Source: an optimization exercise on an open RTL-to-GDS flow (aim: small area, a short achievable clock period and few clock cycles). Production flows keep margins and buffers that such runs may drop.
At most, simulation tests tie the RTL to the original design; equivalence was not proved.

== zinc ==
Design seq_multi, start of the top module:
module seq_multi #(
    parameter WIDTH = 32
)
(
    input wire logic clk,
    input wire logic rst,
    input wire logic start,
    input wire logic [WIDTH - 1:0] multiplier,
    input wire logic [WIDTH - 1:0] multiplicand,
    output logic busy,
    output logic [(WIDTH * 2) - 1:0] product
);
    logic [63:0] s, c;         
    logic [31:0] m;            
    logic [31:17] q;           
    logic n8;                  
    logic bm, bq, bx, bd;
    wire accept = start & ~busy;
    wire need_b = |multiplier[31:17];
    wire [63:0] psum;
    assign product = psum;
    wire [31:0] ms = bm ? m : multiplicand;
    wire [32:0] qa = {multiplier, 1'b0};     
    wire ng0 = ~bq & (qa[2]);
    wire on0 = ~bq & (qa[1] ^ qa[0]);
    wire tw0 = ~bq & ((qa[2] & ~qa[1] & ~qa[0]) | (~qa[2] & qa[1] & qa[0]));
    wire ng1 = bq ? (q[19]) : (qa[4]);
    wire on1 = bq ? (q[18] ^ q[17]) : (qa[3] ^ qa[2]);
    wire tw1 = bq ? ((q[19] & ~q[18] & ~q[17]) | (~q[19] & q[18] & q[17])) : ((qa[4] & ~qa[3] & ~qa[2]) | (~qa[4] & qa[3] & qa[2]));
    wire ng2 = bq ? (q[21]) : (qa[6]);
    wire on2 = bq ? (q[20] ^ q[19]) : (qa[5] ^ qa[4]);
    wire tw2 = bq ? ((q[21] & ~q[20] & ~q[19]) | (~q[21] & q[20] & q[19])) : ((qa[6] & ~qa[5] & ~qa[4]) | (~qa[6] & qa[5] & qa[4]));
    wire ng3 = bq ? (q[23]) : (qa[8]);
  ...
For scale: about 0.022 mm^2 of cells after synthesis.
Settings: LEC_CHECK=0, CAP_MARGIN=20, CORE_MARGIN=2, CORE_UTILIZATION=55, SETUP_SLACK_MARGIN=0.5, SLEW_MARGIN=20; clock period 5.0 ns.
standard.sh (not shown) runs the stock make flow with config.mk's settings and CLKGATE_MAP_FILE= SYNTH_SCRIPT=/design/flow/synth_recipe.tcl, a recipe that flattens the netlist after the stock synthesis.
==> flow/flow/run.sh <==
#!/bin/bash
# The standard layout, with the port buffers made of buf_1 cells instead of the
# delay-buffer cells buffer_ports picks by default.
set -euo pipefail
export BUFFER_PORTS_ARGS="-buffer_cell sky130_fd_sc_hd__buf_1"
bash standard.sh finish > standard.log 2>&1
Testbench counts of zinc, summed over its fixed seeds: cycles 907.
diff inputs: zinc => pepper
diff --git a/flow/design.v b/flow/design.v
--- a/flow/design.v
+++ b/flow/design.v
@@ -1210,27 +1210,29 @@
     assign fs250 = (pp8[31] | yb[47]) ^ (fs203) ^ (fc202);
     assign fc250 = ((pp8[31] | yb[47]) & (fs203)) | ((fc202) & ((pp8[31] | yb[47]) ^ (fs203)));
     assign fs251 = (1'b1) ^ (pp8[32] | yb[48]) ^ (fc203);
     assign fc251 = ((1'b1) & (pp8[32] | yb[48])) | ((fc203) & ((1'b1) ^ (pp8[32] | yb[48])));
     wire [63:0] ts = {1'b1, 1'b1, 1'b1, 1'b1, 1'b1, 1'b1, 1'b1, 1'b1, 1'b1, 1'b1, 1'b1, 1'b1, 1'b1, 1'b1, ~ng[8], fs251, fs250, fc248, fs248, fs247, fs246, fc244, fc243, fc242, fc241, fc240, fc239, fc238, fc237, fc236, fc235, fc234, fc233, fc232, fc231, fc230, fc229, fc228, fc227, fc226, fc225, fc224, fc223, fc222, fc221, fc220, fc219, fc218, fc217, fc216, fc215, fc214, fc213, fc212, fc211, fc210, fc209, fc208, fc207, fc206, fc205, fc204, hc20, pp0[0] | xb[0]};
     wire [63:0] tc = {1'b0, 1'b0, 1'b0, 1'b0, 1'b0, 1'b0, 1'b0, 1'b0, 1'b0, 1'b0, 1'b0, 1'b0, 1'b0, 1'b0, fc251, fc250, fc249, fs249, fc247, fc246, fc245, fs245, fs244, fs243, fs242, fs241, fs240, fs239, fs238, fs237, fs236, fs235, fs234, fs233, fs232, fs231, fs230, fs229, fs228, fs227, fs226, fs225, fs224, fs223, fs222, fs221, fs220, fs219, fs218, fs217, fs216, fs215, fs214, fs213, fs212, fs211, fs210, fs209, fs208, fs207, fs206, fs205, fs204, hs20};
     always_ff @(posedge clk) begin
         busy <= ~rst & accept & need_b;
         bm <= ~rst & start & ~bm & need_b;
         bq <= ~rst & start & ~bq & need_b;
         bx <= ~rst & start & ~bx & need_b;
         bd <= ~rst & start & ~bd & need_b;
-        m <= multiplicand;
-        q <= multiplier[31:17];
-        n8 <= multiplier[17];
+        if (~bm) begin
+            m <= multiplicand;
+            q <= multiplier[31:17];
+            n8 <= multiplier[17];
+        end
         if (start & ~bd) begin
             s <= ts;
             c <= tc;
         end else if (bd) begin
             s <= {ts[47:0], product[15:0]};
             c <= {tc[47:0], 16'd0};
         end else begin
             s <= product;
             c <= 64'd0;
         end
     end
 endmodule
Findings:
Summary of the comparison: highest attainable clock frequency is lower in pepper, relative to zinc.
Summary: post-place setup slack, pepper better than zinc
pepper vs zinc: met2 routing resource usage after global routing down
Lower number of antenna cells inserted was reported by pepper, not zinc.
Going from zinc to pepper, final critical path time including I/O delays and setup +70 ps; ratio of final minimum period to clock period moved up; post-route non-filler standard cell count increased 87; initial core utilization went up by 0.17 points.
pepper has actual slew at the worst max-slew pin below what zinc had.
pepper did not stop at any stage, and its layout met the timing, DRC and antenna checks.
Synthesized cell count, pepper and zinc: smaller value in zinc
Between pepper and zinc, it is pepper whose post-synthesis instance area is higher, by 0.53%.
Fraction of final layout cells with drive strength greater than 1 (pepper over zinc): decrease, 0.31 points
First-pass GRT wire length: pepper vs zinc down 1500 um
The synthesized area per cell number comes out lower for pepper vs zinc.
For pepper, only the layout was checked, not whether the RTL still works.

[what the ideal ports hide]
The results above use ideal ports. As a check the final layouts listed here were re-extracted and re-timed, cells and wires unchanged.
Step 1: set_driving_cell puts a clkbuf_16 on clk and a buf_2 on each other input, an assumption about the parent block.
Step 2 times the ports against the registers' clock, not the clock port: input delays grow and output delays shrink by t, the midpoint of the rising clock arrivals with the driver on.
Slacks: ideal / step 1 / step 2; pairs: ideal / step 1.
run | shift t [ns] | setup WS [ns] | worst data-port slew with drivers (ns)
zinc | 0.549 | 0.451 / 0.391 / 0.027 | 0.05
pepper | 0.546 | 0.381 / 0.322 / 0.089 | 0.06
After both steps every run listed still meets setup and hold. The setup slack of zinc, which loses most, moves by -0.060 ns with the drivers and by -0.424 ns with both steps.
